What follows belongs to an exercise in optimizing a design on an open flow for small area, a short achievable clock period and few clock cycles; a production flow would make more cautious choices. In this exercise RTL edits were held to simulation tests only and were not proved equivalent to the original.

## JAM
module JAM (
    input CLK,
    input RST,
    output [2:0] W,
    output [2:0] J,
    input [6:0] Cost,
    output [3:0] MatchCount,
    output [9:0] MinCost,
    output reg Valid );
Size: about 30 I/O pins, roughly 19000 sq um of cells after synthesis.
Settings: LEC_CHECK=0, ABC_AREA=1, CAP_MARGIN=20, CORE_MARGIN=2, CORE_UTILIZATION=50, PLACE_DENSITY=0.65, SETUP_SLACK_MARGIN=5, SLEW_MARGIN=20; clock period 10.0 ns.
standard.sh (not shown) runs the stock make flow with config.mk's settings and CLKGATE_MAP_FILE= SYNTH_SCRIPT=/design/flow/synth_recipe.tcl, a recipe that flattens the netlist after the stock synthesis.
==> flow/flow/run.sh <==
#!/bin/bash
# The standard layout (standard.sh: the standard synthesis, then ORFS to the
# final layout), with timing repair aiming at 6.0 ns of setup slack instead of
# config.mk's 5, so that it works further on the paths it shortens.
set -euo pipefail
sed 's/SETUP_SLACK_MARGIN=[0-9.]*/SETUP_SLACK_MARGIN=6.0/' standard.sh > standard_margin.sh
bash standard_margin.sh > standard.log 2>&1
The first run produced a clean layout.
Testbench counts at the start, summed over its fixed seeds: cycles 2,845.
Change:
==> flow/flow/run.sh (replaced) <==
#!/bin/bash
# The standard layout (standard.sh: the standard synthesis, then ORFS to the
# final layout), with timing repair aiming at 6.15 ns of setup slack instead of
# config.mk's 5, so that it works further on the paths it shortens.
set -euo pipefail
sed 's/SETUP_SLACK_MARGIN=[0-9.]*/SETUP_SLACK_MARGIN=6.15/' standard.sh > standard_margin.sh
bash standard_margin.sh > standard.log 2>&1
Effect: Global-route usage is higher by 0.57 points; synthesized area stays the same; via count is higher slightly.
Change:
==> flow/flow/run.sh (replaced) <==
#!/bin/bash
# The standard layout (standard.sh: the standard synthesis, then ORFS to the
# final layout), with timing repair aiming at 5.8 ns of setup slack instead of
# config.mk's 5, so that it works further on the paths it shortens.
set -euo pipefail
sed 's/SETUP_SLACK_MARGIN=[0-9.]*/SETUP_SLACK_MARGIN=5.8/' standard.sh > standard_margin.sh
bash standard_margin.sh > standard.log 2>&1
Effect: Final area came out lower by 7.0%; routed wire length goes down by 2.6%; synthesized area is unchanged; global-route usage barely changes.
Change:
==> flow/flow/run.sh (replaced) <==
#!/bin/bash
# The standard layout (standard.sh: the standard synthesis, then ORFS to the
# final layout), with timing repair aiming at 6.0 ns of setup slack instead of
# config.mk's 5, so that it works further on the paths it shortens.
set -euo pipefail
sed 's/SETUP_SLACK_MARGIN=[0-9.]*/SETUP_SLACK_MARGIN=6.0/' standard.sh > standard_margin.sh
bash standard_margin.sh > standard.log 2>&1
Settings changed: CORE_UTILIZATION 50 to 45, PLACE_DENSITY 0.65 to 0.6.
What happened:
- die area went up by 11%
- routed wire length is higher by 4.6%
- setup slack improves by 140 ps
- via count rises by 1.2%
- maximum frequency is higher by 3.5%
- global-route usage came out lower by 3.0 points
- synthesized area does not change
- final area goes up by 5.3%
- clock-buffer cell count climbs by 1

The RTL this note starts from:
==> flow/design.v <==
module JAM (
    input CLK,
    input RST,
    output [2:0] W,
    output [2:0] J,
    input [6:0] Cost,
    output [3:0] MatchCount,
    output [9:0] MinCost,
    output reg Valid );
localparam ROUND = 3'd0, SEL = 3'd1, FIN = 3'd2, BUILD = 3'd3, COUNT = 3'd4;
reg [2:0] state;
reg [2:0] r;             
reg [2:0] i0;            
reg [2:0] cj;            
reg [2:0] j0;            
reg [8:0] base;          
reg first;
reg [7:0] mind;
reg [2:0] jmin;
reg [6:0] vpc;           
reg [6:0] vpj;           
reg [7:0] dcj;           
reg [2:0] rj;            
reg [7:0] S;             
reg rootr;               
reg [7:0] colFree;
reg [6:0] vp [0:7];
reg [7:0] dst [0:7];     
reg [2:0] way [0:7];     
reg [2:0] rowOf [0:7];   
reg [2:0] ja;
reg augdone;
reg [9:0] mc;
reg [3:0] cnt;
assign MinCost = mc;
assign MatchCount = cnt;
function [3:0] lowest;           
    input [7:0] m;
    begin
        casez (m)
            8'b???????1: lowest = 4'b1000;
            8'b??????10: lowest = 4'b1001;
            8'b?????100: lowest = 4'b1010;
            8'b????1000: lowest = 4'b1011;
            8'b???10000: lowest = 4'b1100;
            8'b??100000: lowest = 4'b1101;
            8'b?1000000: lowest = 4'b1110;
            8'b10000000: lowest = 4'b1111;
            default:     lowest = 4'b0000;
        endcase
    end
endfunction
function lt7;
    input [6:0] c;
    input [10:0] t;
    begin
        if (t[10])
            lt7 = 1'b0;
        else if (t[9:7] != 3'd0)
            lt7 = 1'b1;
        else
            lt7 = c < t[6:0];
    end
endfunction
function [7:0] above;            
    input [2:0] k;
    begin
        above = 8'hFE << k;
    end
endfunction
wire [2:0] j1 = way[ja];
wire [2:0] aR = (state == ROUND) ? cj : (state == FIN) ? j1 : i0;
wire [2:0] rA = rowOf[aR];
assign W = i0;
assign J = cj;
wire [6:0] vp_cj = vpc;
wire [7:0] dA = dst[i0];
wire [9:0] bv = {base[8], base} + {3'd0, vp_cj};
wire [10:0] base11 = {{2{base[8]}}, base};
wire [10:0] thr_o = 11'd256 - base11 - {4'd0, vp_cj};
wire over = !lt7(Cost, thr_o);
wire [4:0] cur_lo = {1'b0, bv[3:0]} + {1'b0, Cost[3:0]};
wire [3:0] cur_h0 = bv[7:4] + {1'b0, Cost[6:4]};
wire [3:0] cur_h1 = bv[7:4] + {1'b0, Cost[6:4]} + 4'd1;
wire [7:0] cur_b = {cur_lo[4] ? cur_h1 : cur_h0, cur_lo[3:0]};
wire [7:0] cur8 = over ? 8'd255 : cur_b;
wire [7:0] dst_cj = dcj;
wire [10:0] thr_d = {3'd0, dst_cj} - base11 - {4'd0, vp_cj};
wire [10:0] thr_m = {3'd0, mind} - base11 - {4'd0, vp_cj};
wire better = rootr || lt7(Cost, thr_d);
wire cur_lt_min = lt7(Cost, thr_m);
wire dst_lt_min = dst_cj < mind;
wire take = first || (better ? cur_lt_min : dst_lt_min);
wire [7:0] nd = better ? cur8 : dst_cj;
wire [3:0] nxt_round = lowest(~S & above(cj));
wire [7:0] bitcj = 8'd1 << cj;
wire [7:0] S_sel = S | (8'd1 << jmin);
wire [3:0] first_round = lowest(~S_sel);
wire [3:0] lS = lowest(S);
wire [7:0] S_fin = S & ~bitcj;
wire [3:0] lSf = lowest(S_fin);
wire aug_last = (j1 == ja);
wire cur_eq_min = (thr_m[10:7] == 4'd0) && (thr_m[6:0] == Cost);
wire newmin = (cj == 3'd0) || cur_lt_min;
wire [7:0] tmask = newmin ? bitcj : cur_eq_min ? (S | bitcj) : S;
wire [2:0] ncol = (state == ROUND) ? nxt_round[2:0] :
                  (state == SEL) ? (colFree[jmin] ? lS[2:0] : first_round[2:0]) :
                  (state == FIN) ? lSf[2:0] : cj + 3'd1;
wire [6:0] vpn = colFree[ncol] ? 7'd0 : vp[ncol];
wire [6:0] vp_upd = vpc + (mind[6:0] - dcj[6:0]);
wire [7:0] dstn = dst[ncol];
wire [6:0] vp0 = colFree[0] ? 7'd0 : vp[0];
wire [7:0] adj = dA;
wire [2:0] dm1 = i0 - 3'd1;
wire [7:0] cand = adj & ~S & (first ? 8'hFF : above(rA));
wire [3:0] lj = lowest(cand);
wire [7:0] u2 = S | (8'd1 << lj[2:0]);
reg ok;
integer k;
always @(*) begin
    ok = 1'b1;
    for (k = 1; k < 8; k = k + 1)
        if (k > i0 && (dst[k] & ~u2) == 8'd0)
            ok = 1'b0;
end
wire d6 = first && (i0 == 3'd6);
wire [7:0] fx = ~S;
wire [7:0] flo = fx & (~fx + 8'd1);
wire [7:0] fhi = fx ^ flo;
wire [7:0] m6 = dst[6] & fx;
wire [7:0] m7 = dst[7] & fx;
wire c1 = (|(m6 & flo)) && (|(m7 & fhi));
wire c2 = (|(m6 & fhi)) && (|(m7 & flo));
wire [2:0] pd = rowOf[dm1];
always @(posedge CLK or posedge RST) begin
    if (RST) begin
        state <= ROUND;
        r <= 3'd0;
        i0 <= 3'd0;
        cj <= 3'd0;
        base <= 9'd0;
        first <= 1'b1;
        S <= 8'd0;
        rootr <= 1'b1;
        vpc <= 7'd0;
        colFree <= 8'hFF;
        mc <= 10'd0;
        cnt <= 4'd0;
        Valid <= 1'b0;
        augdone <= 1'b0;
    end else begin
        case (state)
        ROUND: begin
            first <= 1'b0;
            if (nxt_round[3]) begin
                cj <= nxt_round[2:0];
                vpc <= vpn;
                dcj <= dstn;
            end else begin
                state <= SEL;
                i0 <= take ? rA : rj;
                if (!take)
                    cj <= jmin;
            end
        end
        SEL: begin
            if (colFree[jmin]) begin
                mc <= mc + {2'd0, mind};
                colFree[jmin] <= 1'b0;
                cj <= lS[2:0];
                vpc <= vpn;
                dcj <= dstn;
                augdone <= 1'b0;
                state <= FIN;
            end else begin
                S <= S_sel;
                rootr <= 1'b0;
                base <= {1'b0, mind} - {2'd0, Cost} - {2'd0, vpj};
                cj <= first_round[2:0];
                vpc <= vpn;
                dcj <= dstn;
                first <= 1'b1;
                state <= ROUND;
            end
        end
        FIN: begin
            if (S != 8'd0) begin
                S <= S_fin;
                cj <= lSf[2:0];
                vpc <= vpn;
                dcj <= dstn;
            end
            if (!augdone && aug_last)
                augdone <= 1'b1;
            if (S_fin == 8'd0 && (augdone || aug_last)) begin
                vpc <= (S != 8'd0 && cj == 3'd0) ? vp_upd : vp0;
                dcj <= dst[0];
                if (r == 3'd7) begin
                    state <= BUILD;
                    i0 <= 3'd0;
                    cj <= 3'd0;
                    base <= 9'd0;
                end else begin
                    state <= ROUND;
                    r <= r + 3'd1;
                    i0 <= r + 3'd1;
                    base <= 9'd0;
                    rootr <= 1'b1;
                    cj <= 3'd0;
                    first <= 1'b1;
                end
            end
        end
        BUILD: begin
            S <= tmask;
            cj <= cj + 3'd1;
            vpc <= vpn;
            dcj <= dstn;
            if (cj == 3'd7) begin
                i0 <= i0 + 3'd1;
                if (i0 == 3'd7) begin
                    state <= COUNT;
                    S <= 8'd0;
                    first <= 1'b1;
                end
            end
        end
        COUNT: if (!Valid) begin
            if (d6) begin
                cnt <= cnt + {3'd0, c1} + {3'd0, c2};
                i0 <= dm1;
                S <= S & ~(8'd1 << pd);
                first <= 1'b0;
            end else if (lj[3]) begin
                if (ok) begin
                    S <= u2;
                    i0 <= i0 + 3'd1;
                    first <= 1'b1;
                end else begin
                    first <= 1'b0;
                end
            end else if (i0 == 3'd0) begin
                Valid <= 1'b1;
            end else begin
                i0 <= dm1;
                S <= S & ~(8'd1 << pd);
                first <= 1'b0;
            end
        end
        default: state <= ROUND;
        endcase
    end
end
always @(posedge CLK) begin
    case (state)
    ROUND: begin
        if (better) begin
            dst[cj] <= cur8;
            way[cj] <= rootr ? cj : j0;
        end
        if (take) begin
            mind <= nd;
            jmin <= cj;
            vpj <= vpc;
            rj <= rA;
        end
    end
    SEL: begin
        j0 <= jmin;
        ja <= jmin;
        if (colFree[jmin])
            vp[jmin] <= 7'd0;
    end
    FIN: begin
        if (S != 8'd0)
            vp[cj] <= vp_upd;
        if (!augdone) begin
            rowOf[ja] <= aug_last ? r : rA;
            if (!aug_last)
                ja <= j1;
        end
    end
    BUILD: begin
        if (newmin)
            mind <= cur8;
        if (cj == 3'd7)
            dst[i0] <= tmask;
    end
    COUNT: begin
        if (!Valid && !d6 && lj[3])
            rowOf[i0] <= lj[2:0];
    end
    default: ;
    endcase
end
endmodule
clock: 10.0 ns
lec_check: 0
abc_area: 1
cap_margin: 20
core_margin: 2
core_utilization: 50
place_density: 0.65
setup_slack_margin: 5
slew_margin: 20
==> flow/flow/run.sh <==
#!/bin/bash
# The standard layout (standard.sh: the standard synthesis, then ORFS to the
# final layout), with timing repair aiming at 6.3 ns of setup slack instead of
# config.mk's 5, so that it works further on the paths it shortens.
set -euo pipefail
sed 's/SETUP_SLACK_MARGIN=[0-9.]*/SETUP_SLACK_MARGIN=6.3/' standard.sh > standard_margin.sh
bash standard_margin.sh > standard.log 2>&1
Testbench counts at the start, summed over its fixed seeds: cycles 2,845.
Next try:
==> flow/flow/run.sh (replaced) <==
#!/bin/bash
# The standard layout (standard.sh: the standard synthesis, then ORFS to the
# final layout), with timing repair aiming at 5.6 ns of setup slack instead of
# config.mk's 5, so that it works further on the paths it shortens.
set -euo pipefail
sed 's/SETUP_SLACK_MARGIN=[0-9.]*/SETUP_SLACK_MARGIN=5.6/' standard.sh > standard_margin.sh
bash standard_margin.sh > standard.log 2>&1
Effect: Sequential share of layout area grows by 3.4 points; worst setup slack loses 0.27 ns; first-iteration DRC count shrinks by 9.3%; wire length shrinks by 6.9%; maximum frequency shrinks by 6.3%; hold slack gains 0.013 ns; via count shrinks by 5.2%; critical path depth shrinks by 5; count of clock-buffer cells in the layout shrinks by 3.
Next try:
==> flow/flow/run.sh (replaced) <==
#!/bin/bash
# The standard layout (standard.sh: the standard synthesis, then ORFS to the
# final layout), with timing repair aiming at 6.0 ns of setup slack instead of
# config.mk's 5, so that it works further on the paths it shortens.
set -euo pipefail
sed 's/SETUP_SLACK_MARGIN=[0-9.]*/SETUP_SLACK_MARGIN=6.0/' standard.sh > standard_margin.sh
bash standard_margin.sh > standard.log 2>&1
--- a/flow/config.mk
+++ b/flow/config.mk
@@ -10,4 +10,5 @@
 export CORE_MARGIN = 2
 export CORE_UTILIZATION = 50
+export GPL_ROUTABILITY_DRIVEN = 0
 export PLACE_DENSITY = 0.65
 export SETUP_SLACK_MARGIN = 5
Result:
- wire length went up by 0.81%
- register-to-register slack is better by 0.20 ns
- cell area went up by 5.9%
- global-route usage went down by 0.73 points
- clock skew went up by 0.013 ns

-- what the ideal ports hide --
Ports are ideal in the flow. The routed layouts listed here were re-timed in OpenROAD.
Step 1: set_driving_cell puts a clkbuf_16 on CLK and a buf_2 on each other input, an assumption about the parent block.
Step 2 adds t to the input delays and takes it off the output delays; t is the mean of the earliest and latest rising clock arrival at the registers after step 1. Input paths then give back, and output paths get back, about the clock's delay inside the block.
Slacks: ideal / step 1 / step 2; pairs: ideal / step 1.
| run | t, ns | setup WS [ns] | worst data-port slew with drivers (ns) | pins driven straight from the clock port |
|---|---|---|---|---|
| the first run of note 1 | 0.637 | 6.010 / 6.010 / 5.426 | 0.03 | 1 |
| the second run of note 1 | 0.631 | 5.992 / 5.992 / 5.455 | 0.03 | 1 |
| the third run of note 1 | 0.648 | 5.899 / 5.899 / 5.324 | 0.03 | 1 |
| the fourth run of note 1 | 0.643 | 6.036 / 6.036 / 5.434 | 0.04 | 1 |
| the first run of note 2 | 0.643 | 6.020 / 6.020 / 5.452 | 0.06 | 1 |
| the second run of note 2 | 0.648 | 5.752 / 5.752 / 5.169 | 0.03 | 1 |
| the third run of note 2 | 0.625 | 5.953 / 5.953 / 5.449 | 0.03 | 1 |
After both steps setup and hold are still met in every run listed. For the fourth run of note 1, which loses most, drivers alone change the setup slack by 0.000 ns; drivers and shift together by -0.602 ns.
